What follows belongs to an exercise in optimizing a design on an open flow for small area, a short achievable clock period and few clock cycles; a production flow would make more cautious choices. Where RTL was checked, it was by simulation tests only, not by an equivalence proof against the original. The flow treats the clock pin as an ideal source, which a real chip does not have.

before:
==> flow/design.v <==
module median_fliter(
  input                  clk,
  input                  rst,
  input               enable,
  input  [7:0]     RAM_IMG_Q,
  input  [7:0]     RAM_OUT_Q,
  output          RAM_IMG_OE,
  output          RAM_IMG_WE,
  output [15:0]    RAM_IMG_A,
  output [7:0]     RAM_IMG_D,
  output          RAM_OUT_OE,
  output          RAM_OUT_WE,
  output [15:0]    RAM_OUT_A,
  output [7:0]     RAM_OUT_D,
  output                done
);
  localparam LK = 3;             
  localparam K  = 1 << LK;       
  localparam L  = K + 2;         
  localparam [3:0] RI_LAST = L - 1;
  reg        go;         
  reg        running;    
  reg        oe;         
  reg        first;      
  reg        flush;      
  reg  [7:0] rrow;       
  reg  [7:0] rcol;       
  reg  [3:0] ri;         
  reg        ri_last;    
  reg        done_reg;
  reg  [4:0] vp;         
  wire row_pad  = ((ri == 4'd0) & (rrow == 8'd255)) | (ri_last & (rrow == 8'd0));
  always @(posedge clk, posedge rst) begin
    if (rst) begin
      go      <= 1'b0;
      running <= 1'b0;
      oe      <= 1'b0;
    end else begin
      go <= enable & ~running & ~go;
      if (go) begin
        running <= 1'b1;
        oe      <= 1'b1;
      end else if (ri_last) begin
        if (rcol == 8'd255 && rrow == 8'd0) oe <= 1'b0;    
        if (flush) running <= 1'b0;
      end
    end
  end
  always @(posedge clk) begin
    if (go) begin
      first <= 1'b1;
      flush <= 1'b0;
      rrow  <= 8'd255;
      rcol  <= 8'd0;
      ri      <= 4'd0;
      ri_last <= 1'b0;
    end else if (!ri_last) begin
      ri      <= ri + 4'd1;
      ri_last <= (ri == RI_LAST - 4'd1);
      rrow <= rrow + 8'd1;
    end else begin
      ri      <= 4'd0;
      ri_last <= 1'b0;
      first   <= 1'b0;
      rcol  <= rcol + 8'd1;
      if (rcol == 8'd255) begin
        rrow <= rrow - 8'd1;
        if (rrow == 8'd0) flush <= 1'b1;
      end else begin
        rrow <= rrow - RI_LAST;
      end
    end
  end
  wire v0  = running & ~first & (ri >= 4'd2);   
  wire mn0 = (rcol == 8'd0);                    
  reg       pad1;
  reg [1:0] mn;
  always @(posedge clk, posedge rst) begin
    if (rst) vp <= 5'd0;
    else     vp <= {vp[3:0], v0};
  end
  always @(posedge clk) begin
    pad1 <= row_pad;
    mn   <= {mn[0], mn0};
  end
  reg [7:0] din;
  reg [7:0] dl [1:2*L];
  integer k;
  always @(posedge clk) begin
    din     <= RAM_IMG_Q & {8{~pad1}};
    dl[1]   <= din;
    for (k = 2; k <= 2*L; k = k + 1) dl[k] <= dl[k-1];
    dl[L+1] <= dl[L] & {8{~mn[1]}};
  end
  wire [7:0] ta = dl[2*L];                  
  wire [7:0] tb = dl[L];                    
  wire [7:0] tc = din & {8{~mn[1]}};        
  function gt8(input [7:0] a, input [7:0] b);
    integer i;
    reg g;
    begin
      g = 1'b0;
      for (i = 0; i < 8; i = i + 1)
        g = (a[i] & ~b[i]) | ((a[i] | ~b[i]) & g);
      gt8 = g;
    end
  endfunction
  function [7:0] max3(input [7:0] a, input [7:0] b, input [7:0] c);
    reg x, y, z;
    begin
      x = gt8(a, b);
      y = gt8(b, c);
      z = gt8(a, c);
      max3 = (x & z) ? a : (~x & y) ? b : c;
    end
  endfunction
  function [7:0] min3(input [7:0] a, input [7:0] b, input [7:0] c);
    reg x, y, z;
    begin
      x = gt8(a, b);
      y = gt8(b, c);
      z = gt8(a, c);
      min3 = (~x & ~z) ? a : (x & ~y) ? b : c;
    end
  endfunction
  function [7:0] med3(input [7:0] a, input [7:0] b, input [7:0] c);
    reg x, y, z;
    begin
      x = gt8(a, b);
      y = gt8(b, c);
      z = gt8(a, c);
      med3 = (x ^ z) ? a : (x ^ y) ? c : b;
    end
  endfunction
  reg [7:0] lo0, md0, hi0, lo1, md1, hi1, md2, lo12, hi12;
  always @(posedge clk) begin
    lo0  <= min3(ta, tb, tc);
    md0  <= med3(ta, tb, tc);
    hi0  <= max3(ta, tb, tc);
    lo1  <= lo0;  md1 <= md0;  hi1 <= hi0;
    md2  <= md1;
    lo12 <= gt8(lo0, lo1) ? lo0 : lo1;
    hi12 <= gt8(hi0, hi1) ? hi1 : hi0;
  end
  reg [7:0] mxlo, mdmd, mnhi, dout;
  always @(posedge clk) begin
    mxlo <= gt8(lo12, lo0) ? lo12 : lo0;
    mdmd <= med3(md0, md1, md2);
    mnhi <= gt8(hi12, hi0) ? hi0 : hi12;
    dout <= med3(mxlo, mdmd, mnhi);
  end
  wire we = vp[4];
  reg [15:0] wa;      
  reg        wlast;   
  always @(posedge clk) begin
    if (go) begin
      wa    <= 16'hffff;
      wlast <= 1'b0;
    end else if (vp[3]) begin
      wa    <= wa + 16'd1;
      wlast <= (wa == 16'hfffe);
    end
  end
  always @(posedge clk, posedge rst) begin
    if (rst) done_reg <= 1'b0;
    else if (enable && !running) done_reg <= 1'b0;
    else if (we && wlast) done_reg <= 1'b1;
  end
  assign RAM_IMG_OE = oe;
  assign RAM_IMG_WE = 1'b0;
  assign RAM_IMG_A  = {rrow, rcol};
  assign RAM_IMG_D  = 8'd0;
  assign RAM_OUT_OE = 1'b0;
  assign RAM_OUT_WE = we;
  assign RAM_OUT_A  = {wa[15:8+LK], wa[LK-1:0], wa[7+LK:LK]};
  assign RAM_OUT_D  = dout;
  assign done       = done_reg;
endmodule
==> flow/config.mk <==
export PLATFORM = sky130hd
export DESIGN_NAME = median_fliter
export DESIGN_NICKNAME = median_fliter
export VERILOG_FILES = /design/flow/design.v
export SDC_FILE = /design/flow/constraint.sdc
export NUM_CORES = 4
export LEC_CHECK = 0
export CAP_MARGIN = 20
export CORE_MARGIN = 2
export CORE_UTILIZATION = 65
export PLACE_DENSITY = 0.75
export SLEW_MARGIN = 20
==> flow/constraint.sdc <==
create_clock -name core_clock -period 10.0 [get_ports {clk}]
set_input_delay 2.0000 -clock core_clock [delete_from_list [all_inputs] [get_ports {clk}]]
set_output_delay 2.0000 -clock core_clock [all_outputs]
set_load 0.01 [all_outputs]
standard.sh (not shown) runs the stock make flow with config.mk's settings and CLKGATE_MAP_FILE= SYNTH_SCRIPT=/design/flow/synth_recipe.tcl, a recipe that flattens the netlist after the stock synthesis.
==> flow/flow/run.sh <==
#!/bin/bash
# The standard layout (the standard.sh, standard synthesis) with: ports
# buffered by buf_4, clock tree sinks clustered by 30 without dummy loads, and
# after CTS the flip-flops that drive output ports given drive strength 2.
set -euo pipefail
bash standard.sh BUFFER_PORTS_ARGS="-buffer_cell sky130_fd_sc_hd__buf_2" \
  CTS_ARGS="-sink_clustering_enable -repair_clock_nets -sink_clustering_size 30 -sink_clustering_max_diameter 100 -dont_use_dummy_load -sink_clustering_levels 1" \
  SETUP_SLACK_MARGIN=6.95 POST_CTS_TCL="$PWD/flow/post_cts.tcl" finish > standard.log 2>&1
==> flow/flow/post_cts.tcl <==
# Give each flip-flop that drives an output port's buffer a stronger drive.
proc upsize_output_flops {strength} {
  set db [ord::get_db]
  set block [ord::get_db_block]
  set n 0
  foreach bt [$block getBTerms] {
    if {[$bt getIoType] != "OUTPUT"} { continue }
    set net [$bt getNet]
    if {$net == "NULL"} { continue }
    foreach it [$net getITerms] {
      if {![$it isOutputSignal]} { continue }
      set buf [$it getInst]
      foreach bit [$buf getITerms] {
        if {![$bit isInputSignal]} { continue }
        set bnet [$bit getNet]
        if {$bnet == "NULL"} { continue }
        foreach dit [$bnet getITerms] {
          if {![$dit isOutputSignal]} { continue }
          set inst [$dit getInst]
          set master [[$inst getMaster] getName]
          if {[regexp {^(sky130_fd_sc_hd__df\w+)_1$} $master -> base]} {
            set new [$db findMaster ${base}_$strength]
            if {$new != "NULL"} {
              $inst swapMaster $new
              incr n
            }
          }
        }
      }
    }
  }
  puts "upsize: $n output flip-flops to drive $strength"
}

upsize_output_flops 2
before ran to completion and came out clean on the timing, DRC and antenna checks.
Edits applied to the flow inputs when going from before to after:
--- a/flow/design.v
+++ b/flow/design.v
@@ -94,17 +94,26 @@
   end
   wire [7:0] ta = dl[2*L];                  
   wire [7:0] tb = dl[L];                    
   wire [7:0] tc = din & {8{~mn[1]}};        
   function gt8(input [7:0] a, input [7:0] b);
+    reg [7:0] g, p;
+    reg [3:0] g1, p1;
+    reg [1:0] g2, p2;
     integer i;
-    reg g;
     begin
-      g = 1'b0;
-      for (i = 0; i < 8; i = i + 1)
-        g = (a[i] & ~b[i]) | ((a[i] | ~b[i]) & g);
-      gt8 = g;
+      g = a & ~b;
+      p = a | ~b;
+      for (i = 0; i < 4; i = i + 1) begin
+        g1[i] = g[2*i+1] | (p[2*i+1] & g[2*i]);
+        p1[i] = p[2*i+1] & p[2*i];
+      end
+      for (i = 0; i < 2; i = i + 1) begin
+        g2[i] = g1[2*i+1] | (p1[2*i+1] & g1[2*i]);
+        p2[i] = p1[2*i+1] & p1[2*i];
+      end
+      gt8 = g2[1] | (p2[1] & g2[0]);
     end
   endfunction
   function [7:0] max3(input [7:0] a, input [7:0] b, input [7:0] c);
     reg x, y, z;
     begin
Findings:
after completed every stage of the flow, and the final layout passed the timing, DRC and antenna checks.
Number of vias after detailed routing deteriorates in after relative to before.
Re shortest clock period the worst path allows after layout: after is 60 ps down on before.
First-pass GRT wire length, after vs before: up slightly
| number of buffers other than clock buffers in the final layout | higher: before |
On setup slack, before loses to after.
Slew at the pin with the worst max-slew slack in after is 13 ps below before.
Of the two values seen for worst setup path endpoint, RAM_IMG_OE was produced by after and lo12[0]$_DFF_P_ by before.
Testbench counts of after, summed over its fixed seeds: cycles 327,748.
Only the layout flow was run in before; the RTL was not checked for function there.

what the ideal ports hide:
The results above use ideal ports. As a check the final layouts listed here were re-extracted and re-timed, cells and wires unchanged. Step 1 sets driving cells, clkbuf_16 on the clock port and buf_2 on the other inputs (assumed; they add their load-dependent delay and slew). Step 2 also shifts input and output timing later by t, the mid clock arrival at the registers, as if the neighbouring blocks saw the same clock. Slacks: ideal / step 1 / step 2; pairs: ideal / step 1.
run	t (ns)	setup WS [ns]	hold slack, ns	worst register clock-pin slew, ns
before	0.518	6.899 / 6.899 / 6.899	0.317 / 0.317 / 0.317	0.10 / 0.10
after	0.516	6.959 / 6.916 / 7.180	0.304 / 0.304 / 0.304	0.11 / 0.11
After both steps setup and hold are still met in every run listed.
